Context: an optimization exercise on an open-source flow, tuned for small area, a short achievable clock period and few clock cycles. The choices shown serve that exercise and are no tape-out recipe.
The RTL was checked by simulation tests, not by an equivalence proof against the original design.

## flow/design.v

```verilog
module INV_IP (
    input  [5:0] IN_P,
    input  [4:0] IN_X,
    output [5:0] OUT_INV
);
reg [5:0] lo, hi;
always @(*) begin
    case ({IN_P[4:1], IN_X[3:0]})
        {4'd1, 4'd1}: lo = 6'd1;
        {4'd2, 4'd1}: lo = 6'd1;
        {4'd2, 4'd2}: lo = 6'd3;
        {4'd3, 4'd1}: lo = 6'd1;
        {4'd3, 4'd2}: lo = 6'd4;
        {4'd3, 4'd3}: lo = 6'd5;
        {4'd5, 4'd1}: lo = 6'd4;
        {4'd5, 4'd2}: lo = 6'd2;
        {4'd5, 4'd3}: lo = 6'd5;
        {4'd5, 4'd4}: lo = 6'd1;
        {4'd5, 4'd5}: lo = 6'd3;
        {4'd6, 4'd1}: lo = 6'd1;
        {4'd6, 4'd2}: lo = 6'd7;
        {4'd6, 4'd3}: lo = 6'd9;
        {4'd6, 4'd4}: lo = 6'd10;
        {4'd6, 4'd5}: lo = 6'd8;
        {4'd6, 4'd6}: lo = 6'd11;
        {4'd8, 4'd1}: lo = 6'd16;
        {4'd8, 4'd2}: lo = 6'd8;
        {4'd8, 4'd3}: lo = 6'd11;
        {4'd8, 4'd4}: lo = 6'd4;
        {4'd8, 4'd5}: lo = 6'd10;
        {4'd8, 4'd6}: lo = 6'd14;
        {4'd8, 4'd7}: lo = 6'd12;
        {4'd8, 4'd8}: lo = 6'd2;
        {4'd9, 4'd1}: lo = 6'd11;
        {4'd9, 4'd2}: lo = 6'd15;
        {4'd9, 4'd3}: lo = 6'd10;
        {4'd9, 4'd4}: lo = 6'd17;
        {4'd9, 4'd5}: lo = 6'd6;
        {4'd9, 4'd6}: lo = 6'd5;
        {4'd9, 4'd7}: lo = 6'd7;
        {4'd9, 4'd8}: lo = 6'd18;
        {4'd9, 4'd9}: lo = 6'd16;
        {4'd11, 4'd1}: lo = 6'd2;
        {4'd11, 4'd2}: lo = 6'd1;
        {4'd11, 4'd3}: lo = 6'd16;
        {4'd11, 4'd4}: lo = 6'd12;
        {4'd11, 4'd5}: lo = 6'd5;
        {4'd11, 4'd6}: lo = 6'd8;
        {4'd11, 4'd7}: lo = 6'd20;
        {4'd11, 4'd8}: lo = 6'd6;
        {4'd11, 4'd9}: lo = 6'd13;
        {4'd11, 4'd10}: lo = 6'd14;
        {4'd11, 4'd11}: lo = 6'd19;
        {4'd14, 4'd1}: lo = 6'd7;
        {4'd14, 4'd2}: lo = 6'd18;
        {4'd14, 4'd3}: lo = 6'd12;
        {4'd14, 4'd4}: lo = 6'd9;
        {4'd14, 4'd5}: lo = 6'd13;
        {4'd14, 4'd6}: lo = 6'd6;
        {4'd14, 4'd7}: lo = 6'd1;
        {4'd14, 4'd8}: lo = 6'd19;
        {4'd14, 4'd9}: lo = 6'd4;
        {4'd14, 4'd10}: lo = 6'd21;
        {4'd14, 4'd11}: lo = 6'd27;
        {4'd14, 4'd12}: lo = 6'd3;
        {4'd14, 4'd13}: lo = 6'd5;
        {4'd14, 4'd14}: lo = 6'd15;
        {4'd15, 4'd1}: lo = 6'd4;
        {4'd15, 4'd2}: lo = 6'd2;
        {4'd15, 4'd3}: lo = 6'd22;
        {4'd15, 4'd4}: lo = 6'd1;
        {4'd15, 4'd5}: lo = 6'd7;
        {4'd15, 4'd6}: lo = 6'd11;
        {4'd15, 4'd7}: lo = 6'd5;
        {4'd15, 4'd8}: lo = 6'd16;
        {4'd15, 4'd9}: lo = 6'd28;
        {4'd15, 4'd10}: lo = 6'd19;
        {4'd15, 4'd11}: lo = 6'd6;
        {4'd15, 4'd12}: lo = 6'd21;
        {4'd15, 4'd13}: lo = 6'd17;
        {4'd15, 4'd14}: lo = 6'd18;
        {4'd15, 4'd15}: lo = 6'd23;
        default: lo = 6'd0;
    endcase
end
always @(*) begin
    case ({IN_P[4:1], IN_X})
        {4'd2, 5'd1}: hi = 6'd26;
        {4'd2, 5'd2}: hi = 6'd13;
        {4'd2, 5'd3}: hi = 6'd21;
        {4'd2, 5'd4}: hi = 6'd25;
        {4'd2, 5'd5}: hi = 6'd20;
        {4'd2, 5'd6}: hi = 6'd29;
        {4'd2, 5'd7}: hi = 6'd9;
        {4'd2, 5'd8}: hi = 6'd31;
        {4'd2, 5'd9}: hi = 6'd7;
        {4'd2, 5'd10}: hi = 6'd10;
        {4'd2, 5'd11}: hi = 6'd36;
        {4'd2, 5'd12}: hi = 6'd33;
        {4'd2, 5'd13}: hi = 6'd2;
        {4'd2, 5'd14}: hi = 6'd23;
        {4'd2, 5'd15}: hi = 6'd19;
        {4'd2, 5'd16}: hi = 6'd34;
        {4'd2, 5'd17}: hi = 6'd32;
        {4'd2, 5'd18}: hi = 6'd22;
        {4'd4, 5'd1}: hi = 6'd37;
        {4'd4, 5'd2}: hi = 6'd39;
        {4'd4, 5'd3}: hi = 6'd26;
        {4'd4, 5'd4}: hi = 6'd40;
        {4'd4, 5'd5}: hi = 6'd32;
        {4'd4, 5'd6}: hi = 6'd13;
        {4'd4, 5'd7}: hi = 6'd17;
        {4'd4, 5'd8}: hi = 6'd20;
        {4'd4, 5'd9}: hi = 6'd36;
        {4'd4, 5'd10}: hi = 6'd16;
        {4'd4, 5'd11}: hi = 6'd22;
        {4'd4, 5'd12}: hi = 6'd27;
        {4'd4, 5'd13}: hi = 6'd6;
        {4'd4, 5'd14}: hi = 6'd29;
        {4'd4, 5'd15}: hi = 6'd38;
        {4'd4, 5'd16}: hi = 6'd10;
        {4'd4, 5'd17}: hi = 6'd7;
        {4'd4, 5'd18}: hi = 6'd18;
        {4'd4, 5'd19}: hi = 6'd30;
        {4'd4, 5'd20}: hi = 6'd8;
        {4'd5, 5'd1}: hi = 6'd11;
        {4'd5, 5'd2}: hi = 6'd27;
        {4'd5, 5'd3}: hi = 6'd18;
        {4'd5, 5'd4}: hi = 6'd35;
        {4'd5, 5'd5}: hi = 6'd28;
        {4'd5, 5'd6}: hi = 6'd9;
        {4'd5, 5'd7}: hi = 6'd20;
        {4'd5, 5'd8}: hi = 6'd39;
        {4'd5, 5'd9}: hi = 6'd6;
        {4'd5, 5'd10}: hi = 6'd14;
        {4'd5, 5'd11}: hi = 6'd1;
        {4'd5, 5'd12}: hi = 6'd26;
        {4'd5, 5'd13}: hi = 6'd24;
        {4'd5, 5'd14}: hi = 6'd10;
        {4'd5, 5'd15}: hi = 6'd38;
        {4'd5, 5'd16}: hi = 6'd41;
        {4'd5, 5'd17}: hi = 6'd31;
        {4'd5, 5'd18}: hi = 6'd3;
        {4'd5, 5'd19}: hi = 6'd30;
        {4'd5, 5'd20}: hi = 6'd7;
        {4'd5, 5'd21}: hi = 6'd21;
        {4'd7, 5'd1}: hi = 6'd7;
        {4'd7, 5'd2}: hi = 6'd27;
        {4'd7, 5'd3}: hi = 6'd18;
        {4'd7, 5'd4}: hi = 6'd37;
        {4'd7, 5'd5}: hi = 6'd39;
        {4'd7, 5'd6}: hi = 6'd9;
        {4'd7, 5'd7}: hi = 6'd1;
        {4'd7, 5'd8}: hi = 6'd42;
        {4'd7, 5'd9}: hi = 6'd6;
        {4'd7, 5'd10}: hi = 6'd43;
        {4'd7, 5'd11}: hi = 6'd22;
        {4'd7, 5'd12}: hi = 6'd28;
        {4'd7, 5'd13}: hi = 6'd15;
        {4'd7, 5'd14}: hi = 6'd24;
        {4'd7, 5'd15}: hi = 6'd13;
        {4'd7, 5'd16}: hi = 6'd21;
        {4'd7, 5'd17}: hi = 6'd17;
        {4'd7, 5'd18}: hi = 6'd3;
        {4'd7, 5'd19}: hi = 6'd35;
        {4'd7, 5'd20}: hi = 6'd45;
        {4'd7, 5'd21}: hi = 6'd16;
        {4'd7, 5'd22}: hi = 6'd11;
        {4'd7, 5'd23}: hi = 6'd33;
        {4'd10, 5'd1}: hi = 6'd15;
        {4'd10, 5'd2}: hi = 6'd34;
        {4'd10, 5'd3}: hi = 6'd5;
        {4'd10, 5'd4}: hi = 6'd17;
        {4'd10, 5'd5}: hi = 6'd3;
        {4'd10, 5'd6}: hi = 6'd29;
        {4'd10, 5'd7}: hi = 6'd40;
        {4'd10, 5'd8}: hi = 6'd35;
        {4'd10, 5'd9}: hi = 6'd37;
        {4'd10, 5'd10}: hi = 6'd28;
        {4'd10, 5'd11}: hi = 6'd11;
        {4'd10, 5'd12}: hi = 6'd41;
        {4'd10, 5'd13}: hi = 6'd46;
        {4'd10, 5'd14}: hi = 6'd20;
        {4'd10, 5'd15}: hi = 6'd1;
        {4'd10, 5'd16}: hi = 6'd44;
        {4'd10, 5'd17}: hi = 6'd4;
        {4'd10, 5'd18}: hi = 6'd45;
        {4'd10, 5'd19}: hi = 6'd51;
        {4'd10, 5'd20}: hi = 6'd14;
        {4'd10, 5'd21}: hi = 6'd31;
        {4'd10, 5'd22}: hi = 6'd32;
        {4'd10, 5'd23}: hi = 6'd26;
        {4'd10, 5'd24}: hi = 6'd47;
        {4'd10, 5'd25}: hi = 6'd43;
        {4'd10, 5'd26}: hi = 6'd23;
        {4'd13, 5'd1}: hi = 6'd25;
        {4'd13, 5'd2}: hi = 6'd42;
        {4'd13, 5'd3}: hi = 6'd28;
        {4'd13, 5'd4}: hi = 6'd21;
        {4'd13, 5'd5}: hi = 6'd5;
        {4'd13, 5'd6}: hi = 6'd14;
        {4'd13, 5'd7}: hi = 6'd12;
        {4'd13, 5'd8}: hi = 6'd40;
        {4'd13, 5'd9}: hi = 6'd29;
        {4'd13, 5'd10}: hi = 6'd32;
        {4'd13, 5'd11}: hi = 6'd13;
        {4'd13, 5'd12}: hi = 6'd7;
        {4'd13, 5'd13}: hi = 6'd11;
        {4'd13, 5'd14}: hi = 6'd6;
        {4'd13, 5'd15}: hi = 6'd41;
        {4'd13, 5'd16}: hi = 6'd20;
        {4'd13, 5'd17}: hi = 6'd57;
        {4'd13, 5'd18}: hi = 6'd44;
        {4'd13, 5'd19}: hi = 6'd51;
        {4'd13, 5'd20}: hi = 6'd16;
        {4'd13, 5'd21}: hi = 6'd4;
        {4'd13, 5'd22}: hi = 6'd36;
        {4'd13, 5'd23}: hi = 6'd37;
        {4'd13, 5'd24}: hi = 6'd33;
        {4'd13, 5'd25}: hi = 6'd1;
        {4'd13, 5'd26}: hi = 6'd35;
        {4'd13, 5'd27}: hi = 6'd49;
        {4'd13, 5'd28}: hi = 6'd3;
        {4'd13, 5'd29}: hi = 6'd9;
        {4'd14, 5'd1}: hi = 6'd9;
        {4'd14, 5'd2}: hi = 6'd35;
        {4'd14, 5'd3}: hi = 6'd3;
        {4'd14, 5'd4}: hi = 6'd48;
        {4'd14, 5'd5}: hi = 6'd14;
        {4'd14, 5'd6}: hi = 6'd32;
        {4'd14, 5'd7}: hi = 6'd10;
        {4'd14, 5'd8}: hi = 6'd24;
        {4'd14, 5'd9}: hi = 6'd1;
        {4'd14, 5'd10}: hi = 6'd7;
        {4'd14, 5'd11}: hi = 6'd23;
        {4'd14, 5'd12}: hi = 6'd16;
        {4'd14, 5'd13}: hi = 6'd57;
        {4'd14, 5'd14}: hi = 6'd5;
        {4'd14, 5'd15}: hi = 6'd25;
        {4'd14, 5'd16}: hi = 6'd12;
        {4'd14, 5'd17}: hi = 6'd40;
        {4'd14, 5'd18}: hi = 6'd31;
        {4'd14, 5'd19}: hi = 6'd39;
        {4'd14, 5'd20}: hi = 6'd34;
        {4'd14, 5'd21}: hi = 6'd44;
        {4'd14, 5'd22}: hi = 6'd42;
        {4'd14, 5'd23}: hi = 6'd11;
        {4'd14, 5'd24}: hi = 6'd8;
        {4'd14, 5'd25}: hi = 6'd15;
        {4'd14, 5'd26}: hi = 6'd59;
        {4'd14, 5'd27}: hi = 6'd41;
        {4'd14, 5'd28}: hi = 6'd33;
        {4'd14, 5'd29}: hi = 6'd55;
        {4'd14, 5'd30}: hi = 6'd43;
        default: hi = 6'd0;
    endcase
end
assign OUT_INV = IN_P[5] ? hi : lo;
endmodule
module SQ_IP (
    input  [5:0] IN_P,
    input  [4:0] IN_F,
    output [5:0] OUT_SQ
);
reg [5:0] lo, hi;
always @(*) begin
    case ({IN_P[4:1], IN_F[3:0]})
        {4'd1, 4'd0}: lo = 6'd0;
        {4'd1, 4'd1}: lo = 6'd0;
        {4'd2, 4'd0}: lo = 6'd0;
        {4'd2, 4'd1}: lo = 6'd3;
        {4'd2, 4'd2}: lo = 6'd2;
        {4'd3, 4'd0}: lo = 6'd0;
        {4'd3, 4'd1}: lo = 6'd3;
        {4'd3, 4'd2}: lo = 6'd5;
        {4'd3, 4'd3}: lo = 6'd6;
        {4'd5, 4'd0}: lo = 6'd0;
        {4'd5, 4'd1}: lo = 6'd3;
        {4'd5, 4'd2}: lo = 6'd1;
        {4'd5, 4'd3}: lo = 6'd5;
        {4'd5, 4'd4}: lo = 6'd4;
        {4'd5, 4'd5}: lo = 6'd9;
        {4'd6, 4'd0}: lo = 6'd0;
        {4'd6, 4'd1}: lo = 6'd3;
        {4'd6, 4'd2}: lo = 6'd12;
        {4'd6, 4'd3}: lo = 6'd1;
        {4'd6, 4'd4}: lo = 6'd9;
        {4'd6, 4'd5}: lo = 6'd10;
        {4'd6, 4'd6}: lo = 6'd4;
        {4'd8, 4'd0}: lo = 6'd0;
        {4'd8, 4'd1}: lo = 6'd3;
        {4'd8, 4'd2}: lo = 6'd12;
        {4'd8, 4'd3}: lo = 6'd10;
        {4'd8, 4'd4}: lo = 6'd14;
        {4'd8, 4'd5}: lo = 6'd7;
        {4'd8, 4'd6}: lo = 6'd6;
        {4'd8, 4'd7}: lo = 6'd11;
        {4'd8, 4'd8}: lo = 6'd5;
        {4'd9, 4'd0}: lo = 6'd0;
        {4'd9, 4'd1}: lo = 6'd3;
        {4'd9, 4'd2}: lo = 6'd12;
        {4'd9, 4'd3}: lo = 6'd8;
        {4'd9, 4'd4}: lo = 6'd10;
        {4'd9, 4'd5}: lo = 6'd18;
        {4'd9, 4'd6}: lo = 6'd13;
        {4'd9, 4'd7}: lo = 6'd14;
        {4'd9, 4'd8}: lo = 6'd2;
        {4'd9, 4'd9}: lo = 6'd15;
        {4'd11, 4'd0}: lo = 6'd0;
        {4'd11, 4'd1}: lo = 6'd3;
        {4'd11, 4'd2}: lo = 6'd12;
        {4'd11, 4'd3}: lo = 6'd4;
        {4'd11, 4'd4}: lo = 6'd2;
        {4'd11, 4'd5}: lo = 6'd6;
        {4'd11, 4'd6}: lo = 6'd16;
        {4'd11, 4'd7}: lo = 6'd9;
        {4'd11, 4'd8}: lo = 6'd8;
        {4'd11, 4'd9}: lo = 6'd13;
        {4'd11, 4'd10}: lo = 6'd1;
        {4'd11, 4'd11}: lo = 6'd18;
        {4'd14, 4'd0}: lo = 6'd0;
        {4'd14, 4'd1}: lo = 6'd3;
        {4'd14, 4'd2}: lo = 6'd12;
        {4'd14, 4'd3}: lo = 6'd27;
        {4'd14, 4'd4}: lo = 6'd19;
        {4'd14, 4'd5}: lo = 6'd17;
        {4'd14, 4'd6}: lo = 6'd21;
        {4'd14, 4'd7}: lo = 6'd2;
        {4'd14, 4'd8}: lo = 6'd18;
        {4'd14, 4'd9}: lo = 6'd11;
        {4'd14, 4'd10}: lo = 6'd10;
        {4'd14, 4'd11}: lo = 6'd15;
        {4'd14, 4'd12}: lo = 6'd26;
        {4'd14, 4'd13}: lo = 6'd14;
        {4'd14, 4'd14}: lo = 6'd8;
        {4'd15, 4'd0}: lo = 6'd0;
        {4'd15, 4'd1}: lo = 6'd3;
        {4'd15, 4'd2}: lo = 6'd12;
        {4'd15, 4'd3}: lo = 6'd27;
        {4'd15, 4'd4}: lo = 6'd17;
        {4'd15, 4'd5}: lo = 6'd13;
        {4'd15, 4'd6}: lo = 6'd15;
        {4'd15, 4'd7}: lo = 6'd23;
        {4'd15, 4'd8}: lo = 6'd6;
        {4'd15, 4'd9}: lo = 6'd26;
        {4'd15, 4'd10}: lo = 6'd21;
        {4'd15, 4'd11}: lo = 6'd22;
        {4'd15, 4'd12}: lo = 6'd29;
        {4'd15, 4'd13}: lo = 6'd11;
        {4'd15, 4'd14}: lo = 6'd30;
        {4'd15, 4'd15}: lo = 6'd24;
        default: lo = 6'd0;
    endcase
end
always @(*) begin
    case ({IN_P[4:1], IN_F})
        {4'd2, 5'd0}: hi = 6'd0;
        {4'd2, 5'd1}: hi = 6'd3;
        {4'd2, 5'd2}: hi = 6'd12;
        {4'd2, 5'd3}: hi = 6'd27;
        {4'd2, 5'd4}: hi = 6'd11;
        {4'd2, 5'd5}: hi = 6'd1;
        {4'd2, 5'd6}: hi = 6'd34;
        {4'd2, 5'd7}: hi = 6'd36;
        {4'd2, 5'd8}: hi = 6'd7;
        {4'd2, 5'd9}: hi = 6'd21;
        {4'd2, 5'd10}: hi = 6'd4;
        {4'd2, 5'd11}: hi = 6'd30;
        {4'd2, 5'd12}: hi = 6'd25;
        {4'd2, 5'd13}: hi = 6'd26;
        {4'd2, 5'd14}: hi = 6'd33;
        {4'd2, 5'd15}: hi = 6'd9;
        {4'd2, 5'd16}: hi = 6'd28;
        {4'd2, 5'd17}: hi = 6'd16;
        {4'd2, 5'd18}: hi = 6'd10;
        {4'd4, 5'd0}: hi = 6'd0;
        {4'd4, 5'd1}: hi = 6'd3;
        {4'd4, 5'd2}: hi = 6'd12;
        {4'd4, 5'd3}: hi = 6'd27;
        {4'd4, 5'd4}: hi = 6'd7;
        {4'd4, 5'd5}: hi = 6'd34;
        {4'd4, 5'd6}: hi = 6'd26;
        {4'd4, 5'd7}: hi = 6'd24;
        {4'd4, 5'd8}: hi = 6'd28;
        {4'd4, 5'd9}: hi = 6'd38;
        {4'd4, 5'd10}: hi = 6'd13;
        {4'd4, 5'd11}: hi = 6'd35;
        {4'd4, 5'd12}: hi = 6'd22;
        {4'd4, 5'd13}: hi = 6'd15;
        {4'd4, 5'd14}: hi = 6'd14;
        {4'd4, 5'd15}: hi = 6'd19;
        {4'd4, 5'd16}: hi = 6'd30;
        {4'd4, 5'd17}: hi = 6'd6;
        {4'd4, 5'd18}: hi = 6'd29;
        {4'd4, 5'd19}: hi = 6'd17;
        {4'd4, 5'd20}: hi = 6'd11;
        {4'd5, 5'd0}: hi = 6'd0;
        {4'd5, 5'd1}: hi = 6'd3;
        {4'd5, 5'd2}: hi = 6'd12;
        {4'd5, 5'd3}: hi = 6'd27;
        {4'd5, 5'd4}: hi = 6'd5;
        {4'd5, 5'd5}: hi = 6'd32;
        {4'd5, 5'd6}: hi = 6'd22;
        {4'd5, 5'd7}: hi = 6'd18;
        {4'd5, 5'd8}: hi = 6'd20;
        {4'd5, 5'd9}: hi = 6'd28;
        {4'd5, 5'd10}: hi = 6'd42;
        {4'd5, 5'd11}: hi = 6'd19;
        {4'd5, 5'd12}: hi = 6'd2;
        {4'd5, 5'd13}: hi = 6'd34;
        {4'd5, 5'd14}: hi = 6'd29;
        {4'd5, 5'd15}: hi = 6'd30;
        {4'd5, 5'd16}: hi = 6'd37;
        {4'd5, 5'd17}: hi = 6'd7;
        {4'd5, 5'd18}: hi = 6'd26;
        {4'd5, 5'd19}: hi = 6'd8;
        {4'd5, 5'd20}: hi = 6'd39;
        {4'd5, 5'd21}: hi = 6'd33;
        {4'd7, 5'd0}: hi = 6'd0;
        {4'd7, 5'd1}: hi = 6'd3;
        {4'd7, 5'd2}: hi = 6'd12;
        {4'd7, 5'd3}: hi = 6'd27;
        {4'd7, 5'd4}: hi = 6'd1;
        {4'd7, 5'd5}: hi = 6'd28;
        {4'd7, 5'd6}: hi = 6'd14;
        {4'd7, 5'd7}: hi = 6'd6;
        {4'd7, 5'd8}: hi = 6'd4;
        {4'd7, 5'd9}: hi = 6'd8;
        {4'd7, 5'd10}: hi = 6'd18;
        {4'd7, 5'd11}: hi = 6'd34;
        {4'd7, 5'd12}: hi = 6'd9;
        {4'd7, 5'd13}: hi = 6'd37;
        {4'd7, 5'd14}: hi = 6'd24;
        {4'd7, 5'd15}: hi = 6'd17;
        {4'd7, 5'd16}: hi = 6'd16;
        {4'd7, 5'd17}: hi = 6'd21;
        {4'd7, 5'd18}: hi = 6'd32;
        {4'd7, 5'd19}: hi = 6'd2;
        {4'd7, 5'd20}: hi = 6'd25;
        {4'd7, 5'd21}: hi = 6'd7;
        {4'd7, 5'd22}: hi = 6'd42;
        {4'd7, 5'd23}: hi = 6'd36;
        {4'd10, 5'd0}: hi = 6'd0;
        {4'd10, 5'd1}: hi = 6'd3;
        {4'd10, 5'd2}: hi = 6'd12;
        {4'd10, 5'd3}: hi = 6'd27;
        {4'd10, 5'd4}: hi = 6'd48;
        {4'd10, 5'd5}: hi = 6'd22;
        {4'd10, 5'd6}: hi = 6'd2;
        {4'd10, 5'd7}: hi = 6'd41;
        {4'd10, 5'd8}: hi = 6'd33;
        {4'd10, 5'd9}: hi = 6'd31;
        {4'd10, 5'd10}: hi = 6'd35;
        {4'd10, 5'd11}: hi = 6'd45;
        {4'd10, 5'd12}: hi = 6'd8;
        {4'd10, 5'd13}: hi = 6'd30;
        {4'd10, 5'd14}: hi = 6'd5;
        {4'd10, 5'd15}: hi = 6'd39;
        {4'd10, 5'd16}: hi = 6'd26;
        {4'd10, 5'd17}: hi = 6'd19;
        {4'd10, 5'd18}: hi = 6'd18;
        {4'd10, 5'd19}: hi = 6'd23;
        {4'd10, 5'd20}: hi = 6'd34;
        {4'd10, 5'd21}: hi = 6'd51;
        {4'd10, 5'd22}: hi = 6'd21;
        {4'd10, 5'd23}: hi = 6'd50;
        {4'd10, 5'd24}: hi = 6'd32;
        {4'd10, 5'd25}: hi = 6'd20;
        {4'd10, 5'd26}: hi = 6'd14;
        {4'd13, 5'd0}: hi = 6'd0;
        {4'd13, 5'd1}: hi = 6'd3;
        {4'd13, 5'd2}: hi = 6'd12;
        {4'd13, 5'd3}: hi = 6'd27;
        {4'd13, 5'd4}: hi = 6'd48;
        {4'd13, 5'd5}: hi = 6'd16;
        {4'd13, 5'd6}: hi = 6'd49;
        {4'd13, 5'd7}: hi = 6'd29;
        {4'd13, 5'd8}: hi = 6'd15;
        {4'd13, 5'd9}: hi = 6'd7;
        {4'd13, 5'd10}: hi = 6'd5;
        {4'd13, 5'd11}: hi = 6'd9;
        {4'd13, 5'd12}: hi = 6'd19;
        {4'd13, 5'd13}: hi = 6'd35;
        {4'd13, 5'd14}: hi = 6'd57;
        {4'd13, 5'd15}: hi = 6'd26;
        {4'd13, 5'd16}: hi = 6'd1;
        {4'd13, 5'd17}: hi = 6'd41;
        {4'd13, 5'd18}: hi = 6'd28;
        {4'd13, 5'd19}: hi = 6'd21;
        {4'd13, 5'd20}: hi = 6'd20;
        {4'd13, 5'd21}: hi = 6'd25;
        {4'd13, 5'd22}: hi = 6'd36;
        {4'd13, 5'd23}: hi = 6'd53;
        {4'd13, 5'd24}: hi = 6'd17;
        {4'd13, 5'd25}: hi = 6'd46;
        {4'd13, 5'd26}: hi = 6'd22;
        {4'd13, 5'd27}: hi = 6'd4;
        {4'd13, 5'd28}: hi = 6'd51;
        {4'd13, 5'd29}: hi = 6'd45;
        {4'd14, 5'd0}: hi = 6'd0;
        {4'd14, 5'd1}: hi = 6'd3;
        {4'd14, 5'd2}: hi = 6'd12;
        {4'd14, 5'd3}: hi = 6'd27;
        {4'd14, 5'd4}: hi = 6'd48;
        {4'd14, 5'd5}: hi = 6'd14;
        {4'd14, 5'd6}: hi = 6'd47;
        {4'd14, 5'd7}: hi = 6'd25;
        {4'd14, 5'd8}: hi = 6'd9;
        {4'd14, 5'd9}: hi = 6'd60;
        {4'd14, 5'd10}: hi = 6'd56;
        {4'd14, 5'd11}: hi = 6'd58;
        {4'd14, 5'd12}: hi = 6'd5;
        {4'd14, 5'd13}: hi = 6'd19;
        {4'd14, 5'd14}: hi = 6'd39;
        {4'd14, 5'd15}: hi = 6'd4;
        {4'd14, 5'd16}: hi = 6'd36;
        {4'd14, 5'd17}: hi = 6'd13;
        {4'd14, 5'd18}: hi = 6'd57;
        {4'd14, 5'd19}: hi = 6'd46;
        {4'd14, 5'd20}: hi = 6'd41;
        {4'd14, 5'd21}: hi = 6'd42;
        {4'd14, 5'd22}: hi = 6'd49;
        {4'd14, 5'd23}: hi = 6'd1;
        {4'd14, 5'd24}: hi = 6'd20;
        {4'd14, 5'd25}: hi = 6'd45;
        {4'd14, 5'd26}: hi = 6'd15;
        {4'd14, 5'd27}: hi = 6'd52;
        {4'd14, 5'd28}: hi = 6'd34;
        {4'd14, 5'd29}: hi = 6'd22;
        {4'd14, 5'd30}: hi = 6'd16;
        default: hi = 6'd0;
    endcase
end
assign OUT_SQ = IN_P[5] ? hi : lo;
endmodule
module SQ1_IP (
    input  [5:0] IN_P,
    input  [4:0] IN_F,
    output [5:0] OUT_SQ
);
reg [5:0] lo, hi;
always @(*) begin
    case ({IN_P[4:1], IN_F[3:0]})
        {4'd1, 4'd0}: lo = 6'd0;
        {4'd1, 4'd1}: lo = 6'd1;
        {4'd2, 4'd0}: lo = 6'd0;
        {4'd2, 4'd1}: lo = 6'd1;
        {4'd2, 4'd2}: lo = 6'd4;
        {4'd3, 4'd0}: lo = 6'd0;
        {4'd3, 4'd1}: lo = 6'd1;
        {4'd3, 4'd2}: lo = 6'd4;
        {4'd3, 4'd3}: lo = 6'd2;
        {4'd5, 4'd0}: lo = 6'd0;
        {4'd5, 4'd1}: lo = 6'd3;
        {4'd5, 4'd2}: lo = 6'd1;
        {4'd5, 4'd3}: lo = 6'd5;
        {4'd5, 4'd4}: lo = 6'd4;
        {4'd5, 4'd5}: lo = 6'd9;
        {4'd6, 4'd0}: lo = 6'd0;
        {4'd6, 4'd1}: lo = 6'd1;
        {4'd6, 4'd2}: lo = 6'd4;
        {4'd6, 4'd3}: lo = 6'd9;
        {4'd6, 4'd4}: lo = 6'd3;
        {4'd6, 4'd5}: lo = 6'd12;
        {4'd6, 4'd6}: lo = 6'd10;
        {4'd8, 4'd0}: lo = 6'd0;
        {4'd8, 4'd1}: lo = 6'd16;
        {4'd8, 4'd2}: lo = 6'd13;
        {4'd8, 4'd3}: lo = 6'd8;
        {4'd8, 4'd4}: lo = 6'd1;
        {4'd8, 4'd5}: lo = 6'd9;
        {4'd8, 4'd6}: lo = 6'd15;
        {4'd8, 4'd7}: lo = 6'd2;
        {4'd8, 4'd8}: lo = 6'd4;
        {4'd9, 4'd0}: lo = 6'd0;
        {4'd9, 4'd1}: lo = 6'd7;
        {4'd9, 4'd2}: lo = 6'd9;
        {4'd9, 4'd3}: lo = 6'd6;
        {4'd9, 4'd4}: lo = 6'd17;
        {4'd9, 4'd5}: lo = 6'd4;
        {4'd9, 4'd6}: lo = 6'd5;
        {4'd9, 4'd7}: lo = 6'd1;
        {4'd9, 4'd8}: lo = 6'd11;
        {4'd9, 4'd9}: lo = 6'd16;
        {4'd11, 4'd0}: lo = 6'd0;
        {4'd11, 4'd1}: lo = 6'd12;
        {4'd11, 4'd2}: lo = 6'd2;
        {4'd11, 4'd3}: lo = 6'd16;
        {4'd11, 4'd4}: lo = 6'd8;
        {4'd11, 4'd5}: lo = 6'd1;
        {4'd11, 4'd6}: lo = 6'd18;
        {4'd11, 4'd7}: lo = 6'd13;
        {4'd11, 4'd8}: lo = 6'd9;
        {4'd11, 4'd9}: lo = 6'd6;
        {4'd11, 4'd10}: lo = 6'd4;
        {4'd11, 4'd11}: lo = 6'd3;
        {4'd14, 4'd0}: lo = 6'd0;
        {4'd14, 4'd1}: lo = 6'd25;
        {4'd14, 4'd2}: lo = 6'd13;
        {4'd14, 4'd3}: lo = 6'd22;
        {4'd14, 4'd4}: lo = 6'd23;
        {4'd14, 4'd5}: lo = 6'd16;
        {4'd14, 4'd6}: lo = 6'd1;
        {4'd14, 4'd7}: lo = 6'd7;
        {4'd14, 4'd8}: lo = 6'd5;
        {4'd14, 4'd9}: lo = 6'd24;
        {4'd14, 4'd10}: lo = 6'd6;
        {4'd14, 4'd11}: lo = 6'd9;
        {4'd14, 4'd12}: lo = 6'd4;
        {4'd14, 4'd13}: lo = 6'd20;
        {4'd14, 4'd14}: lo = 6'd28;
        {4'd15, 4'd0}: lo = 6'd0;
        {4'd15, 4'd1}: lo = 6'd8;
        {4'd15, 4'd2}: lo = 6'd1;
        {4'd15, 4'd3}: lo = 6'd10;
        {4'd15, 4'd4}: lo = 6'd4;
        {4'd15, 4'd5}: lo = 6'd14;
        {4'd15, 4'd6}: lo = 6'd9;
        {4'd15, 4'd7}: lo = 6'd20;
        {4'd15, 4'd8}: lo = 6'd16;
        {4'd15, 4'd9}: lo = 6'd28;
        {4'd15, 4'd10}: lo = 6'd25;
        {4'd15, 4'd11}: lo = 6'd7;
        {4'd15, 4'd12}: lo = 6'd5;
        {4'd15, 4'd13}: lo = 6'd19;
        {4'd15, 4'd14}: lo = 6'd18;
        {4'd15, 4'd15}: lo = 6'd2;
        default: lo = 6'd0;
    endcase
end
always @(*) begin
    case ({IN_P[4:1], IN_F})
        {4'd2, 5'd0}: hi = 6'd0;
        {4'd2, 5'd1}: hi = 6'd10;
        {4'd2, 5'd2}: hi = 6'd3;
        {4'd2, 5'd3}: hi = 6'd16;
        {4'd2, 5'd4}: hi = 6'd12;
        {4'd2, 5'd5}: hi = 6'd28;
        {4'd2, 5'd6}: hi = 6'd27;
        {4'd2, 5'd7}: hi = 6'd9;
        {4'd2, 5'd8}: hi = 6'd11;
        {4'd2, 5'd9}: hi = 6'd33;
        {4'd2, 5'd10}: hi = 6'd1;
        {4'd2, 5'd11}: hi = 6'd26;
        {4'd2, 5'd12}: hi = 6'd34;
        {4'd2, 5'd13}: hi = 6'd25;
        {4'd2, 5'd14}: hi = 6'd36;
        {4'd2, 5'd15}: hi = 6'd30;
        {4'd2, 5'd16}: hi = 6'd7;
        {4'd2, 5'd17}: hi = 6'd4;
        {4'd2, 5'd18}: hi = 6'd21;
        {4'd4, 5'd0}: hi = 6'd0;
        {4'd4, 5'd1}: hi = 6'd10;
        {4'd4, 5'd2}: hi = 6'd40;
        {4'd4, 5'd3}: hi = 6'd8;
        {4'd4, 5'd4}: hi = 6'd37;
        {4'd4, 5'd5}: hi = 6'd4;
        {4'd4, 5'd6}: hi = 6'd32;
        {4'd4, 5'd7}: hi = 6'd39;
        {4'd4, 5'd8}: hi = 6'd25;
        {4'd4, 5'd9}: hi = 6'd31;
        {4'd4, 5'd10}: hi = 6'd16;
        {4'd4, 5'd11}: hi = 6'd21;
        {4'd4, 5'd12}: hi = 6'd5;
        {4'd4, 5'd13}: hi = 6'd9;
        {4'd4, 5'd14}: hi = 6'd33;
        {4'd4, 5'd15}: hi = 6'd36;
        {4'd4, 5'd16}: hi = 6'd18;
        {4'd4, 5'd17}: hi = 6'd20;
        {4'd4, 5'd18}: hi = 6'd1;
        {4'd4, 5'd19}: hi = 6'd2;
        {4'd4, 5'd20}: hi = 6'd23;
        {4'd5, 5'd0}: hi = 6'd0;
        {4'd5, 5'd1}: hi = 6'd4;
        {4'd5, 5'd2}: hi = 6'd16;
        {4'd5, 5'd3}: hi = 6'd36;
        {4'd5, 5'd4}: hi = 6'd21;
        {4'd5, 5'd5}: hi = 6'd14;
        {4'd5, 5'd6}: hi = 6'd15;
        {4'd5, 5'd7}: hi = 6'd24;
        {4'd5, 5'd8}: hi = 6'd41;
        {4'd5, 5'd9}: hi = 6'd23;
        {4'd5, 5'd10}: hi = 6'd13;
        {4'd5, 5'd11}: hi = 6'd11;
        {4'd5, 5'd12}: hi = 6'd17;
        {4'd5, 5'd13}: hi = 6'd31;
        {4'd5, 5'd14}: hi = 6'd10;
        {4'd5, 5'd15}: hi = 6'd40;
        {4'd5, 5'd16}: hi = 6'd35;
        {4'd5, 5'd17}: hi = 6'd38;
        {4'd5, 5'd18}: hi = 6'd6;
        {4'd5, 5'd19}: hi = 6'd25;
        {4'd5, 5'd20}: hi = 6'd9;
        {4'd5, 5'd21}: hi = 6'd1;
        {4'd7, 5'd0}: hi = 6'd0;
        {4'd7, 5'd1}: hi = 6'd27;
        {4'd7, 5'd2}: hi = 6'd14;
        {4'd7, 5'd3}: hi = 6'd8;
        {4'd7, 5'd4}: hi = 6'd9;
        {4'd7, 5'd5}: hi = 6'd17;
        {4'd7, 5'd6}: hi = 6'd32;
        {4'd7, 5'd7}: hi = 6'd7;
        {4'd7, 5'd8}: hi = 6'd36;
        {4'd7, 5'd9}: hi = 6'd25;
        {4'd7, 5'd10}: hi = 6'd21;
        {4'd7, 5'd11}: hi = 6'd24;
        {4'd7, 5'd12}: hi = 6'd34;
        {4'd7, 5'd13}: hi = 6'd4;
        {4'd7, 5'd14}: hi = 6'd28;
        {4'd7, 5'd15}: hi = 6'd12;
        {4'd7, 5'd16}: hi = 6'd3;
        {4'd7, 5'd17}: hi = 6'd1;
        {4'd7, 5'd18}: hi = 6'd6;
        {4'd7, 5'd19}: hi = 6'd18;
        {4'd7, 5'd20}: hi = 6'd37;
        {4'd7, 5'd21}: hi = 6'd16;
        {4'd7, 5'd22}: hi = 6'd2;
        {4'd7, 5'd23}: hi = 6'd42;
        {4'd10, 5'd0}: hi = 6'd0;
        {4'd10, 5'd1}: hi = 6'd46;
        {4'd10, 5'd2}: hi = 6'd25;
        {4'd10, 5'd3}: hi = 6'd43;
        {4'd10, 5'd4}: hi = 6'd47;
        {4'd10, 5'd5}: hi = 6'd37;
        {4'd10, 5'd6}: hi = 6'd13;
        {4'd10, 5'd7}: hi = 6'd28;
        {4'd10, 5'd8}: hi = 6'd29;
        {4'd10, 5'd9}: hi = 6'd16;
        {4'd10, 5'd10}: hi = 6'd42;
        {4'd10, 5'd11}: hi = 6'd1;
        {4'd10, 5'd12}: hi = 6'd52;
        {4'd10, 5'd13}: hi = 6'd36;
        {4'd10, 5'd14}: hi = 6'd6;
        {4'd10, 5'd15}: hi = 6'd15;
        {4'd10, 5'd16}: hi = 6'd10;
        {4'd10, 5'd17}: hi = 6'd44;
        {4'd10, 5'd18}: hi = 6'd11;
        {4'd10, 5'd19}: hi = 6'd17;
        {4'd10, 5'd20}: hi = 6'd9;
        {4'd10, 5'd21}: hi = 6'd40;
        {4'd10, 5'd22}: hi = 6'd4;
        {4'd10, 5'd23}: hi = 6'd7;
        {4'd10, 5'd24}: hi = 6'd49;
        {4'd10, 5'd25}: hi = 6'd24;
        {4'd10, 5'd26}: hi = 6'd38;
        {4'd13, 5'd0}: hi = 6'd0;
        {4'd13, 5'd1}: hi = 6'd26;
        {4'd13, 5'd2}: hi = 6'd45;
        {4'd13, 5'd3}: hi = 6'd57;
        {4'd13, 5'd4}: hi = 6'd3;
        {4'd13, 5'd5}: hi = 6'd1;
        {4'd13, 5'd6}: hi = 6'd51;
        {4'd13, 5'd7}: hi = 6'd35;
        {4'd13, 5'd8}: hi = 6'd12;
        {4'd13, 5'd9}: hi = 6'd41;
        {4'd13, 5'd10}: hi = 6'd4;
        {4'd13, 5'd11}: hi = 6'd19;
        {4'd13, 5'd12}: hi = 6'd27;
        {4'd13, 5'd13}: hi = 6'd28;
        {4'd13, 5'd14}: hi = 6'd22;
        {4'd13, 5'd15}: hi = 6'd9;
        {4'd13, 5'd16}: hi = 6'd48;
        {4'd13, 5'd17}: hi = 6'd21;
        {4'd13, 5'd18}: hi = 6'd46;
        {4'd13, 5'd19}: hi = 6'd5;
        {4'd13, 5'd20}: hi = 6'd16;
        {4'd13, 5'd21}: hi = 6'd20;
        {4'd13, 5'd22}: hi = 6'd17;
        {4'd13, 5'd23}: hi = 6'd7;
        {4'd13, 5'd24}: hi = 6'd49;
        {4'd13, 5'd25}: hi = 6'd25;
        {4'd13, 5'd26}: hi = 6'd53;
        {4'd13, 5'd27}: hi = 6'd15;
        {4'd13, 5'd28}: hi = 6'd29;
        {4'd13, 5'd29}: hi = 6'd36;
        {4'd14, 5'd0}: hi = 6'd0;
        {4'd14, 5'd1}: hi = 6'd34;
        {4'd14, 5'd2}: hi = 6'd14;
        {4'd14, 5'd3}: hi = 6'd1;
        {4'd14, 5'd4}: hi = 6'd56;
        {4'd14, 5'd5}: hi = 6'd57;
        {4'd14, 5'd6}: hi = 6'd4;
        {4'd14, 5'd7}: hi = 6'd19;
        {4'd14, 5'd8}: hi = 6'd41;
        {4'd14, 5'd9}: hi = 6'd9;
        {4'd14, 5'd10}: hi = 6'd45;
        {4'd14, 5'd11}: hi = 6'd27;
        {4'd14, 5'd12}: hi = 6'd16;
        {4'd14, 5'd13}: hi = 6'd12;
        {4'd14, 5'd14}: hi = 6'd15;
        {4'd14, 5'd15}: hi = 6'd25;
        {4'd14, 5'd16}: hi = 6'd42;
        {4'd14, 5'd17}: hi = 6'd5;
        {4'd14, 5'd18}: hi = 6'd36;
        {4'd14, 5'd19}: hi = 6'd13;
        {4'd14, 5'd20}: hi = 6'd58;
        {4'd14, 5'd21}: hi = 6'd49;
        {4'd14, 5'd22}: hi = 6'd47;
        {4'd14, 5'd23}: hi = 6'd52;
        {4'd14, 5'd24}: hi = 6'd3;
        {4'd14, 5'd25}: hi = 6'd22;
        {4'd14, 5'd26}: hi = 6'd48;
        {4'd14, 5'd27}: hi = 6'd20;
        {4'd14, 5'd28}: hi = 6'd60;
        {4'd14, 5'd29}: hi = 6'd46;
        {4'd14, 5'd30}: hi = 6'd39;
        default: hi = 6'd0;
    endcase
end
assign OUT_SQ = IN_P[5] ? hi : lo;
endmodule
module EC_TOP(
    clk, rst_n, in_valid,
    in_Px, in_Py, in_Qx, in_Qy, in_prime, in_a,
    out_valid, out_Rx, out_Ry
);
input clk, rst_n, in_valid;
input [5:0] in_Px, in_Py, in_Qx, in_Qy, in_prime, in_a;
output reg out_valid;
output [5:0] out_Rx, out_Ry;
wire [5:0] p = in_prime;
wire dbl = (in_Px == in_Qx) && (in_Py == in_Qy);
wire [6:0] fc, fp;
wire       fge;
ec_sub7 u_fc(.a({2'b0, p[5:1]}), .b(in_Px), .ge(fge), .d(fc));
ec_sub7 u_fp(.a({1'b0, p}), .b(in_Px), .ge(), .d(fp));
wire [4:0] pf = fge ? in_Px[4:0] : fp[4:0];         
wire [5:0] sq3;
SQ_IP u_sqt(.IN_P(p), .IN_F(pf), .OUT_SQ(sq3));
wire [6:0] n3 = sq3 + in_a;                          
wire [5:0] numD, numA, num;
wire [6:0] n3d;
wire       n3ge;
ec_sub7 u_r1(.a(n3), .b(p), .ge(n3ge), .d(n3d));
assign numD = n3ge ? n3d[5:0] : n3[5:0];
ec_subm u_na(.a(in_Qy), .b(in_Py), .p(p), .r(numA));
assign num = dbl ? numD : numA;
wire [6:0] py2;
wire       py2ge;
wire [5:0] denD, denA, den;
ec_sub7 u_py2(.a({in_Py, 1'b0}), .b(p), .ge(py2ge), .d(py2));
assign denD = py2ge ? py2[5:0] : {in_Py[4:0], 1'b0};
ec_subm u_da(.a(in_Qx), .b(in_Px), .p(p), .r(denA));
assign den = dbl ? denD : denA;
wire [6:0] hc, pd;
wire       hge;
ec_sub7 u_hc(.a({2'b0, p[5:1]}), .b(den), .ge(hge), .d(hc));
wire       neg = ~hge;                       
ec_sub7 u_pd(.a({1'b0, p}), .b(den), .ge(), .d(pd));
wire [4:0] dh = neg ? pd[4:0] : den[4:0];    
wire [5:0] im;
INV_IP u_inv(.IN_P(p), .IN_X(dh), .OUT_INV(im));
wire [12:0] prod;
wire [5:0]  sm;
ec_muladd u_mu(.a(num), .b(im), .c(13'd0), .y(prod));
wire [7:0]  p3 = {p, 1'b0} + p;                              
ec_mred4  u_r2(.n(prod), .p(p), .p3(p3), .r(sm));
wire [6:0] pq, c2;
wire [6:0] pmy;
ec_add #(7) u_pq(.a({1'b0, in_Px}), .b({1'b0, in_Qx}), .cin(1'b0), .s(pq), .co());
ec_add #(7) u_c2(.a({p, 1'b0}), .b(~pq), .cin(1'b1), .s(c2), .co());     
ec_sub7     u_pm(.a({1'b0, p}), .b(in_Py), .ge(), .d(pmy));              
wire [6:0] sc, sp;
wire       sge;
ec_sub7 u_sc(.a({2'b0, p[5:1]}), .b(sm), .ge(sge), .d(sc));
ec_sub7 u_sp(.a({1'b0, p}), .b(sm), .ge(), .d(sp));
wire [4:0] sf = sge ? sm[4:0] : sp[4:0];
wire [5:0] w;
SQ1_IP u_sq1(.IN_P(p), .IN_F(sf), .OUT_SQ(w));
reg [5:0]  s_r, w_r, px_r, d_r, p_r;
reg [6:0]  c_r;
reg       n_r;
always @(posedge clk) begin
    n_r  <= neg;
    s_r  <= sm;
    w_r  <= w;
    px_r <= in_Px;
    c_r  <= c2;
    d_r  <= pmy[5:0];
    p_r  <= in_prime;
end
always @(posedge clk or negedge rst_n)
    if (!rst_n) out_valid <= 1'b0;
    else        out_valid <= in_valid;
wire [12:0] ys;
wire [5:0]  t;
wire [7:0] p3_r = {p_r, 1'b0} + p_r;                         
wire [7:0] wc = w_r + c_r;                                    
ec_qstep #(0) u_x0(.n({1'b0, wc}), .p(p_r), .p3(p3_r), .r(out_Rx));
ec_subn   u_t (.a(px_r), .b(out_Rx), .p(p_r), .neg(n_r), .r(t));  
wire [7:0] s3_r = {s_r, 1'b0} + s_r;                         
wire [7:0] ym;
ec_muladd4 u_ys(.a(s_r), .a3(s3_r), .b(t), .c({1'b0, d_r, 6'd0}), .y(ys));
ec_redc4  u_ry(.n(ys), .p(p_r), .p3(p3_r), .r(ym));          
ec_qstep #(0) u_y0(.n({1'b0, ym}), .p(p_r), .p3(p3_r), .r(out_Ry));
endmodule
module ec_add #(parameter W = 8) (
    input  [W-1:0] a, b,
    input          cin,
    output [W-1:0] s,
    output         co
);
assign {co, s} = a + b + cin;
endmodule
module ec_sub7 (
    input  [6:0] a,
    input  [5:0] b,
    output       ge,
    output [6:0] d
);
ec_add #(7) u(.a(a), .b({1'b1, ~b}), .cin(1'b1), .s(d), .co(ge));
endmodule
module ec_qstep #(parameter K = 4) (
    input  [K+8:0] n,
    input  [5:0]   p,
    input  [7:0]   p3,
    output [K+5:0] r
);
wire [7:0] w = n[K +: 8];
wire [8:0] d1 = {1'b0, w} - {3'b0, p};
wire [8:0] d2 = {1'b0, w} - {2'b0, p, 1'b0};
wire [8:0] d3 = {1'b0, w} - {1'b0, p3};
wire [5:0] q  = !d3[8] ? d3[5:0] : !d2[8] ? d2[5:0] : !d1[8] ? d1[5:0] : w[5:0];
generate
    if (K > 0) begin : g_lo
        assign r = {q, n[K-1:0]};
    end else begin : g_lo0
        assign r = q;
    end
endgenerate
endmodule
module ec_red6q (
    input  [12:0] n,
    input  [5:0]  p,
    input  [7:0]  p3,
    output [5:0]  r
);
wire [12:0] v [0:3];
assign v[3] = n;
genvar j;
generate
    for (j = 2; j >= 0; j = j - 1) begin : g_st
        wire [7:0] w = v[j+1][2*j +: 8];
        wire [8:0] d1 = {1'b0, w} - {3'b0, p};
        wire [8:0] d2 = {1'b0, w} - {2'b0, p, 1'b0};
        wire [8:0] d3 = {1'b0, w} - {1'b0, p3};
        wire [5:0] q  = !d3[8] ? d3[5:0] : !d2[8] ? d2[5:0] : !d1[8] ? d1[5:0] : w[5:0];
        if (j > 0) begin : g_lo
            assign v[j] = {{(7-2*j){1'b0}}, q, v[j+1][2*j-1:0]};
        end else begin : g_lo0
            assign v[j] = {7'd0, q};
        end
    end
endgenerate
assign r = v[0][5:0];
endmodule
module ec_redc4 (
    input  [12:0] n,
    input  [5:0]  p,
    input  [7:0]  p3,
    output [7:0]  r
);
wire [13:0] v [0:3];              
assign v[0] = {1'b0, n};
genvar j;
generate
    for (j = 0; j < 3; j = j + 1) begin : g_st
        wire [1:0] b  = v[j][2*j +: 2];
        wire [1:0] bp = b * p[1:0];
        wire [1:0] q  = 2'd0 - bp;
        wire [7:0] qp = (q == 2'd3) ? p3 : (q == 2'd2) ? {1'b0, p, 1'b0} : (q == 2'd1) ? {2'b0, p} : 8'd0;
        assign v[j+1] = v[j] + ({6'd0, qp} << (2 * j));
    end
endgenerate
assign r = v[3][13:6];
endmodule
module ec_mred4 (
    input  [12:0] n,
    input  [5:0]  p,
    input  [7:0]  p3,
    output [5:0]  r
);
wire [12:0] v [0:3];              
assign v[0] = n;
genvar j;
generate
    for (j = 0; j < 3; j = j + 1) begin : g_st
        wire [1:0] b  = v[j][2*j +: 2];
        wire [1:0] bp = b * p[1:0];
        wire [1:0] q  = 2'd0 - bp;
        wire [7:0] qp = (q == 2'd3) ? p3 : (q == 2'd2) ? {1'b0, p, 1'b0} : (q == 2'd1) ? {2'b0, p} : 8'd0;
        assign v[j+1] = v[j] + ({5'd0, qp} << (2 * j));
    end
endgenerate
wire [6:0] u = v[3][12:6];       
wire [6:0] d;
wire       ge;
ec_sub7 uc(.a(u), .b(p), .ge(ge), .d(d));
assign r = ge ? d[5:0] : u[5:0];
endmodule
module ec_mred (
    input  [12:0] n,
    input  [5:0]  p,
    output [5:0]  r
);
wire [12:0] v [0:6];              
assign v[0] = n;
genvar i;
generate
    for (i = 0; i < 6; i = i + 1) begin : g_st
        assign v[i+1] = v[i] + ({13{v[i][i]}} & ({7'd0, p} << i));
    end
endgenerate
wire [6:0] u = v[6][12:6];       
wire [6:0] d;
wire       ge;
ec_sub7 uc(.a(u), .b(p), .ge(ge), .d(d));
assign r = ge ? d[5:0] : u[5:0];
endmodule
module ec_subm (
    input  [5:0] a, b, p,
    output [5:0] r
);
wire [6:0] d;
wire       ge;
wire [5:0] dp;
ec_sub7 u0(.a({1'b0, a}), .b(b), .ge(ge), .d(d));
ec_add #(6) u1(.a(d[5:0]), .b(p), .cin(1'b0), .s(dp), .co());
assign r = ge ? d[5:0] : dp;
endmodule
module ec_subn (
    input  [5:0] a, b, p,
    input        neg,
    output [5:0] r
);
wire [6:0] d;
wire [5:0] dp;
ec_add #(7) u0(.a({1'b0, a} ^ {7{neg}}), .b(~{1'b0, b} ^ {7{neg}}), .cin(1'b1), .s(d), .co());
ec_add #(6) u1(.a(d[5:0]), .b(p), .cin(1'b0), .s(dp), .co());
assign r = d[6] ? dp : d[5:0];
endmodule
module ec_muladd4 (
    input  [5:0]  a,
    input  [7:0]  a3,
    input  [5:0]  b,
    input  [12:0] c,
    output [12:0] y
);
wire [12:0] acc [0:3];            
assign acc[0] = c;
genvar i;
generate
    for (i = 0; i < 3; i = i + 1) begin : g_row
        wire [1:0]  d  = b[2*i +: 2];
        wire [7:0]  m  = (d == 2'd3) ? a3 : (d == 2'd2) ? {1'b0, a, 1'b0} : (d == 2'd1) ? {2'b0, a} : 8'd0;
        wire [12:0] pp = {5'd0, m} << (2 * i);
        ec_add #(13) u(.a(acc[i]), .b(pp), .cin(1'b0), .s(acc[i+1]), .co());
    end
endgenerate
assign y = acc[3];
endmodule
module ec_muladd (
    input  [5:0]  a, b,
    input  [12:0] c,
    output [12:0] y
);
wire [11:0] acc [0:6];            
assign acc[0] = c[11:0];
genvar i;
generate
    for (i = 0; i < 6; i = i + 1) begin : g_row
        wire [11:0] pp = {6'd0, a & {6{b[i]}}} << i;
        ec_add #(12) u(.a(acc[i]), .b(pp), .cin(1'b0), .s(acc[i+1]), .co());
    end
endgenerate
assign y = {1'b0, acc[6]};
endmodule
```

## flow/flow/run.sh

```bash
#!/bin/bash
# The standard layout (the standard.sh), with these changes:
# - synthesis maps Yosys's carry-lookahead cells ($lcu) to ripple carry
#   (flow/ripple_lcu.v) instead of ORFS's Kogge-Stone map, which makes the
#   many small adders of this design about a fifth smaller;
# - every port is still buffered, with the smallest buffer cell;
# - the clock tree uses mid-sized clock buffers and no dummy loads (there are only
#   a few dozen flip-flops).
set -euo pipefail
export SYNTH_OPERATIONS_ARGS="-extra-map $PWD/flow/ripple_lcu.v"
export BUFFER_PORTS_ARGS="-buffer_cell sky130_fd_sc_hd__buf_1"
export CTS_ARGS="-sink_clustering_enable -repair_clock_nets -dont_use_dummy_load -root_buf sky130_fd_sc_hd__clkbuf_8 -buf_list sky130_fd_sc_hd__clkbuf_8"
bash standard.sh SETUP_SLACK_MARGIN=44 finish > standard.log 2>&1
```

## flow/flow/ripple_lcu.v

```verilog
(* techmap_celltype = "$lcu" *)
module _80_lcu_ripple (P, G, CI, CO);
	parameter WIDTH = 2;

	(* force_downto *)
	input [WIDTH-1:0] P, G;
	input CI;

	(* force_downto *)
	output [WIDTH-1:0] CO;

	integer i;
	(* force_downto *)
	reg [WIDTH-1:0] c;

	wire [1023:0] _TECHMAP_DO_ = "proc; opt -fast";

	always @* begin
		c[0] = G[0] | (P[0] & CI);
		for (i = 1; i < WIDTH; i = i + 1)
			c[i] = G[i] | (P[i] & c[i - 1]);
	end

	assign CO = c;
endmodule
```

## flow/standard.sh

```bash
#!/bin/bash
# synth_recipe.tcl (not shown) runs the flow's synth.tcl, then flattens the netlist and writes it again
# the make line also repeats each setting of config.mk as NAME=value (left out here)
make -C /OpenROAD-flow-scripts/flow DESIGN_CONFIG=/design/flow/config.mk WORK_HOME=/design/flow/orfs CLKGATE_MAP_FILE= SYNTH_SCRIPT=/design/flow/synth_recipe.tcl "${@:-finish}"
```

## flow/config.mk

```make
export PLATFORM = sky130hd
export DESIGN_NAME = EC_TOP
export DESIGN_NICKNAME = EC_TOP
export VERILOG_FILES = /design/flow/design.v
export SDC_FILE = /design/flow/constraint.sdc
export NUM_CORES = 4
export LEC_CHECK = 0
export ABC_AREA = 1
export CAP_MARGIN = 20
export CORE_MARGIN = 2
export CORE_UTILIZATION = 30
export PLACE_DENSITY = 0.5
export SLEW_MARGIN = 20
```

## flow/constraint.sdc

```tcl
create_clock -name core_clock -period 80.0 [get_ports {clk}]
set_input_delay 16.0000 -clock core_clock [delete_from_list [all_inputs] [get_ports {clk}]]
set_output_delay 16.0000 -clock core_clock [all_outputs]
set_load 0.01 [all_outputs]
```

==> qor.yml, run 1 <==
timing:
  rsz0062_at_grt: "false"
  finalHoldViolations: 0
  period_share_pct: 43.9
  setup_ws_ns: 44.87
  worstMarginPinSlew_ns: 0.965
  timing.fmax_mhz: 28.5
  setup_viol: 0
  slew_headroom_pct: 35.5
  final.min_clock_period_ns: 35.13
  setup_tns_ns: 0
  drv_slew: 0
synth:
  synth_nets: 2814
  yosys_register_bits: 39
  yosysMostFrequentCell: "nand2_1"
  yosys_warnings: 8
  synth_common_cells: "480 x nand2_1, 417 x inv_1, 229 x nor2_1, 219 x o21ai_0, 191 x fa_1"
  synth_cells: 2460
  yosysSeqAreaShare_pct: 4.85
  synth.area.top_cells: "fa_1 24%, nand2_1 11%, inv_1 9.7%"
  synth-edff-count: 0
  synthFlopType: "dfxtp_1"
  synth_cell_types: 67
  netlist_area_um2: 16200
  async_flop_share_pct: 2.56
  synth_top_area_share_pct: 23.6
  post_synth.cell_area_avg_um2: 6.59
  synth.largest_area_cell: "fa_1"
floorplan:
  initial_core_util_pct: 30.2
  core_um2: 53600
  fp.dieW_um: 236
  fp-row-count: 85
  num_io_pins: 52
  die_area_um2: 55900
  die_h_um: 236
placed_design:
  dp_cells: 3146
  dp_worst_setup_slack_ns: 42.35
  place_congestion: 1.00
  hpwl_um: 55700
  io_buffers: 51
outcome:
  status: "finished clean"
finish:
  final_util_pct: 32.8
  nNetsFinal: 2821
  regArea_um2: 786
  final_cell_count_no_fill: 3163
  multi_input_area_um2: 13600
  area_growth_pct: 8.41
  drive_above_1_share_pct: 6.37
  fillCellCount: 6027
worst_hold_path:
  hp-class: "input port to asynchronous set/reset pin"
route:
  final_antenna_net_count: 0
  vias: 18464
  wl_per_cell_um: 22.9
  via_per_inst: 5.84
  drc_errors: 0
  drt_iter0_drc: 2171
  first_pass_iters: 6
  finalWirelength_um: 72500
global_routing:
  grt_pass1_wl_um: 109000
  grt_use_total_pct: 25.2
  antenna_found_initial: 3
  met1_usage_pct: 31.4
  grt_util_met3_pct: 3.47
  met2_usage_pct: 42.1
  grt_max_degree: 53
  grt-ovfl-total: 0
  grt.busiest_layer: "met2"
  grt_pass1_vias: 18297
clock_tree:
  cts.sinks: 39
  h-tree-depth: 2
  clk_pin_slew_worst_paths_ns: 0.09
  cts_tree: "yes"
  ctsHoldBuffers: 0
  clk_path_buf_depth: 2
  cts_root_buf: "clkbuf_8"
  numCtsBuffers: 5
critical_path:
  arrival_ns: 35.31
  slowest_delay_ns: 0.55
  critPathLaunchType: "input port"
  critPathTopFamily: "adder cells"
  required_ns: 80.19
  cp_slowest_cell: "fa_1"
  crit_type: "input port to flip-flop"
  cp_num_cells: 94
  critPathBufInv: 21
  crit_path_end_kind: "flip-flop"
  worst_path_most_repeated_cell: "fa_1"
  crit_fanout: 52
flow_run:
  drv_cap: 0
==> registers in the layout (all words and copies together) (netlist names) <==
| name | count |
|---|---|
| d_r | 6 |
| p_r | 6 |
| px_r | 6 |
| n_r | 1 |
| w_r | 6 |
| out_valid | 1 |
| c_r | 7 |
| s_r | 6 |
==> final cells by class <==
type	count	share of cell area, %
well taps	696	4.95
clock buffers	5	0.392
diodes	2	0.0285
repair buffers	95	3.56
flip-flops and latches	39	4.47
multi-input cells	1896	77.2
inverters	430	9.35
==> layer usage <==
layer | share of wire (%) | vias up
met3 | 8.7 | 357
met5 | 0.044 | -
met2 | 46 | 1244
met1 | 39 | 8717
met4 | 6.3 | 4
li1 | - | 8142
==> cells by family (layout without fill, tap and decap cells) <==
family | after synthesis | in the layout | synth area share, %
compound gates | 620 | 620 | 23.2
xor+xnor | 32 | 33 | 1.78
fa+ha+maj | 315 | 315 | 33.2
buf+inv | 526 | 530 | 12.8
flops | 39 | 39 | 4.85
mux | 5 | 5 | 0.309
other cells | 0 | 2 | 0
simple gates | 923 | 923 | 23.9
==> metrics by stage <==
step                hold slack, ns  cell area [um2]
global placement             15.76            17100
CTS                          15.43            17300
finish                       15.45            17600
floorplan                    15.70            16200
detailed placement           15.76            17100
global route                 15.45            17600
==> what timing repair did <==
| action | 4_1_cts | 5_1_grt |
|---|---|---|
| cloned | 0 | 2 |
| setup buffers | 1 | 7 |
| setup endpoints to repair | 6 | 6 |
| pin swaps | 1 | 5 |
| resized for setup | 18 | 74 |
==> worst max-delay path by stage <==
stage,start,endpoint
2_1_floorplan,in_prime[0],w_r[2]
3_3_place_gp,in_Px[0],w_r[5]
3_5_place_dp,in_Px[0],w_r[5]
4_1_cts,in_Px[0],w_r[2]
5_1_grt,in_prime[1],w_r[4]
6_report,in_prime[1],w_r[3]
==> cell usage in the layout (no fill, tap or decap), drive strengths merged, types with 3 or more instances in the layout <==
master	synthesis	final
buf	41	87
o21bai	3	3
a21o	8	8
o311ai	14	14
a31oi	41	41
o22ai	32	32
ha	124	124
fa	191	191
a221o	4	4
o21ai	242	242
mux2i	5	5
clkinvlp	0	3
o21a	6	6
a22oi	11	11
a211oi	5	5
o31ai	12	12
xnor2	13	13
clkinv	5	5
a21boi	4	4
dfxtp	38	38
clkbuf	55	13
nor2	235	235
o211ai	50	50
or2	6	6
a32o	3	3
inv	425	422
nor3	27	27
nand3	131	131
o221ai	29	29
a21oi	130	130
nand4	16	16
nand2	503	503
xor2	19	20
o32ai	3	3
o2111ai	10	10
Testbench counts, summed over its fixed seeds: cycles 1,600.
==> run 2: changes to the inputs <==
--- a/flow/flow/run.sh
+++ b/flow/flow/run.sh
@@ -11,3 +11,3 @@
 export BUFFER_PORTS_ARGS="-buffer_cell sky130_fd_sc_hd__buf_1"
 export CTS_ARGS="-sink_clustering_enable -repair_clock_nets -dont_use_dummy_load -root_buf sky130_fd_sc_hd__clkbuf_8 -buf_list sky130_fd_sc_hd__clkbuf_8"
-bash standard.sh SETUP_SLACK_MARGIN=44 finish > standard.log 2>&1
+bash standard.sh SETUP_SLACK_MARGIN=47 finish > standard.log 2>&1
==> run 2 against run 1 <==
Effect of this change:
- still clean
- fmax is 4.7% higher
- critical endpoint is now w_r[2]
- first-iteration DRC count is 23% higher
- global-route usage is 2.3 points higher
==> qor.yml, run 2 <==
finish:
  final_util_pct: 37.8  # was 32.8%
  layout_common_cells: "410 x nand2_1, 370 x inv_1, 185 x nor2_1"  # was 469 x nand2_1, 410 x inv_1, 218 x nor2_1
  final_common_cell: "nand2_1"  # unchanged
  final_cell_count_no_fill: 3293  # was 3163
  regArea_um2: 790  # was 786 um2
  nNetsFinal: 2951  # was 2821
  largest_reg_flops: 7  # unchanged
  area_growth_pct: 25.1  # was 8.41%
  largest-register: "c_r"  # unchanged
  final_area_um2: 20300  # was 17600 um2
  drive_above_1_share_pct: 20.9  # was 6.37%
  fillCellCount: 5662  # was 6027
  multi_input_area_um2: 14800  # was 13600 um2
placed_design:
  hpwl_um: 55900  # was 55700 um
  place_congestion: 1.05  # was 1.00
  io_buffers: 51  # unchanged
  dp_worst_setup_slack_ns: 43.03  # was 42.35 ns
  dp_cells: 3147  # was 3146
  placed_cell_area_um2: 17200  # was 17100 um2
synth:
  synthFlopType: "dfxtp_1"  # unchanged
  synth_top_family_by_area: "adder cells"  # unchanged
  synth_cells: 2460  # unchanged
  synth-adder-area-share_pct: 33.2  # unchanged
  synth-simple-area-share_pct: 23.9  # unchanged
  synth_cell_types: 67  # unchanged
  synth-edff-count: 0  # unchanged
  synth.largest_area_cell: "fa_1"  # unchanged
  synth_common_cells: "480 x nand2_1, 417 x inv_1, 229 x nor2_1, 219 x o21ai_0, 191 x fa_1"  # unchanged
  synth_nets: 2814  # unchanged
  yosysMostFrequentCell: "nand2_1"  # unchanged
  netlist_area_um2: 16200  # unchanged
  synth-xor-area-share_pct: 1.78  # unchanged
  yosys_warnings: 8  # unchanged
  post_synth.cell_area_avg_um2: 6.59  # unchanged
  synth.area.top_cells: "fa_1 24%, nand2_1 11%, inv_1 9.7%"  # unchanged
  yosys_register_bits: 39  # unchanged
  yosysSeqAreaShare_pct: 4.85  # unchanged
  muxShareOfSynthArea_pct: 0.309  # unchanged
  synth_compound_area_share_pct: 23.2  # unchanged
  synth_top_area_share_pct: 23.6  # unchanged
  async_flop_share_pct: 2.56  # unchanged
outcome:
  status: "finished clean"  # unchanged
route:
  finalWirelength_um: 79500  # was 72500 um
  drc_errors: 0  # unchanged
  vias: 19609  # was 18.5k
  final_antenna_net_count: 0  # unchanged
  via_per_inst: 5.95  # was 5.84
  first_pass_iters: 10  # was 6
  drt_iter0_drc: 2669  # was 2171
  wl_per_cell_um: 24.1  # was 22.9 um
critical_path:
  required_ns: 80.22  # was 80.19 ns
  crit_path_end_kind: "flip-flop"  # unchanged
  slowest_delay_ns: 0.56  # was 0.55 ns
  cp_slowest_cell: "fa_1"  # unchanged
  crit_fanout: 15  # was 52
  arrival_ns: 33.79  # was 35.31 ns
  worst_path_most_repeated_cell: "fa_2"  # was fa_1
  critPathLaunchType: "input port"  # unchanged
  crit_type: "input port to flip-flop"  # unchanged
  startpoint: "in_prime[2]"  # was in_prime[1]
timing:
  finalHoldViolations: 0  # unchanged
  drv_slew: 0  # unchanged
  period_share_pct: 42.0  # was 43.9%
  worstMarginPinSlew_ns: 1.05  # was 0.965 ns
  slew_headroom_pct: 29.1  # was 35.5%
  rsz0062_at_grt: "true"  # was false
  setup_viol: 0  # unchanged
  setup_ws_ns: 46.43  # was 44.87 ns
  setup_tns_ns: 0  # unchanged
  timing.fmax_mhz: 29.8  # was 28.5 MHz
  final.min_clock_period_ns: 33.57  # was 35.13 ns
floorplan:
  initial_core_util_pct: 30.2  # unchanged
  fp.dieW_um: 236  # unchanged
  fp-row-count: 85  # unchanged
  num_io_pins: 52  # unchanged
  die_h_um: 236  # unchanged
  die_area_um2: 55900  # unchanged
  core_um2: 53600  # unchanged
clock_tree:
  clk_pin_slew_worst_paths_ns: 0.09  # about the same
  cts_tree: "yes"  # unchanged
  clk_path_buf_depth: 2  # unchanged
  cts_root_buf: "clkbuf_8"  # unchanged
  cts.sinks: 39  # unchanged
  h-tree-depth: 2  # unchanged
  numCtsBuffers: 5  # unchanged
global_routing:
  grt-ovfl-total: 0  # unchanged
  grt_max_degree: 50  # was 53
  grt_use_total_pct: 27.5  # was 25.2%
  grt_pass1_wl_um: 118000  # was 109000 um
  antenna_found_initial: 2  # was 3
  grt_pass1_vias: 19425  # was 18.3k
flow_run:
  drv_cap: 0  # unchanged
worst_hold_path:
  hp-class: "input port to asynchronous set/reset pin"  # unchanged
==> run 2: cell counts after synthesis <==
Identical to the previous run, type by type.
==> run 2: timing repair <==
action                                  4_1_cts  5_1_grt
hold endpoints to repair                      0        0
setup buffers                                84       36
endpoints found under the setup margin       18       12
cloned                                       16        3
resized for setup                           327      177
hold buffers                                  0        0
pin swaps                                    66       59
==> run 2: cells by family (layout without fill, tap and decap cells) <==
kind of cell    count (synthesis)  count (layout)
other cells                     0               2
mux                             5               5
simple gates                  923             927
xor+xnor                       32              32
flops                          39              39
compound gates                620             620
fa+ha+maj                     315             315
buf+inv                       526             657
==> run 2: routing by layer <==
| layer | part of all wire, % | up-vias | global-route usage, % |
|---|---|---|---|
| met5 | 0.029 | - | 0 |
| met4 | 7.5 | 4 | 15.8 |
| met3 | 11 | 477 | 4.88 |
| met2 | 44 | 1467 | 44.6 |
| met1 | 38 | 9238 | 34.3 |
| li1 | - | 8423 | - |
==> run 2: final timing paths <==
check,to,slack [ns],cells after the start
worst max-delay path,w_r[2],46.43,92
worst min-delay path,out_valid,15.43,1
max in group asynchronous,out_valid,64.48,1
min in group core_clock,out_valid,15.79,1
==> run 2: cell type report <==
| class | instances | share of cell area (%) |
|---|---|---|
| Inverter | 430 | 8.56 |
| Sequential cell | 39 | 3.89 |
| Tap cell | 696 | 4.29 |
| Timing Repair Buffer | 218 | 9.47 |
| Clock buffer | 5 | 0.339 |
| Antenna cell | 2 | 0.0247 |
| Multi-Input combinational cell | 1899 | 73.2 |
| Timing Repair inverter | 4 | 0.247 |
==> run 2: stage by stage <==
stage | hold WS (ns)
2_1_floorplan | 15.70
3_3_place_gp | 15.76
3_5_place_dp | 15.76
4_1_cts | 15.41
5_1_grt | 15.42
6_report | 15.43
==> run 2: critical path: cells and delay by family <==
family / cells / cell delay [ns]
and+or+nand+nor: 21 / 2.26
adders and majority gates: 31 / 11.00
buffers and inverters: 20 / 1.73
AOI/OAI and AO/OA: 19 / 2.54
xor gates and xnor gates: 1 / 0.19

-- static timing again, ports no longer ideal --
In the flow no input, the clock included, has a driving cell. The finished layouts below were timed again as built, in two steps.
Step 1, drivers: a clkbuf_16 drives clk and a buf_2 each remaining input, both assumed.
Step 2 also shifts input and output timing later by t, the mid clock arrival at the registers, as if the neighbouring blocks saw the same clock.
Three values: ideal, step 1, step 2; two values: the first two.
| run | shift t [ns] | slack for setup (ns) | worst setup path at the end | worst slew at a driven data input, ns |
|---|---|---|---|---|
| run 1 | 0.322 | 44.872 / 44.839 / 44.518 | input to register | 0.11 |
| run 2 | 0.342 | 46.434 / 46.439 / 46.097 | input to register | 0.13 |
After both steps setup and hold are still met in every run listed. For run 1, which loses most, drivers alone change the setup slack by -0.033 ns; drivers and shift together by -0.354 ns.
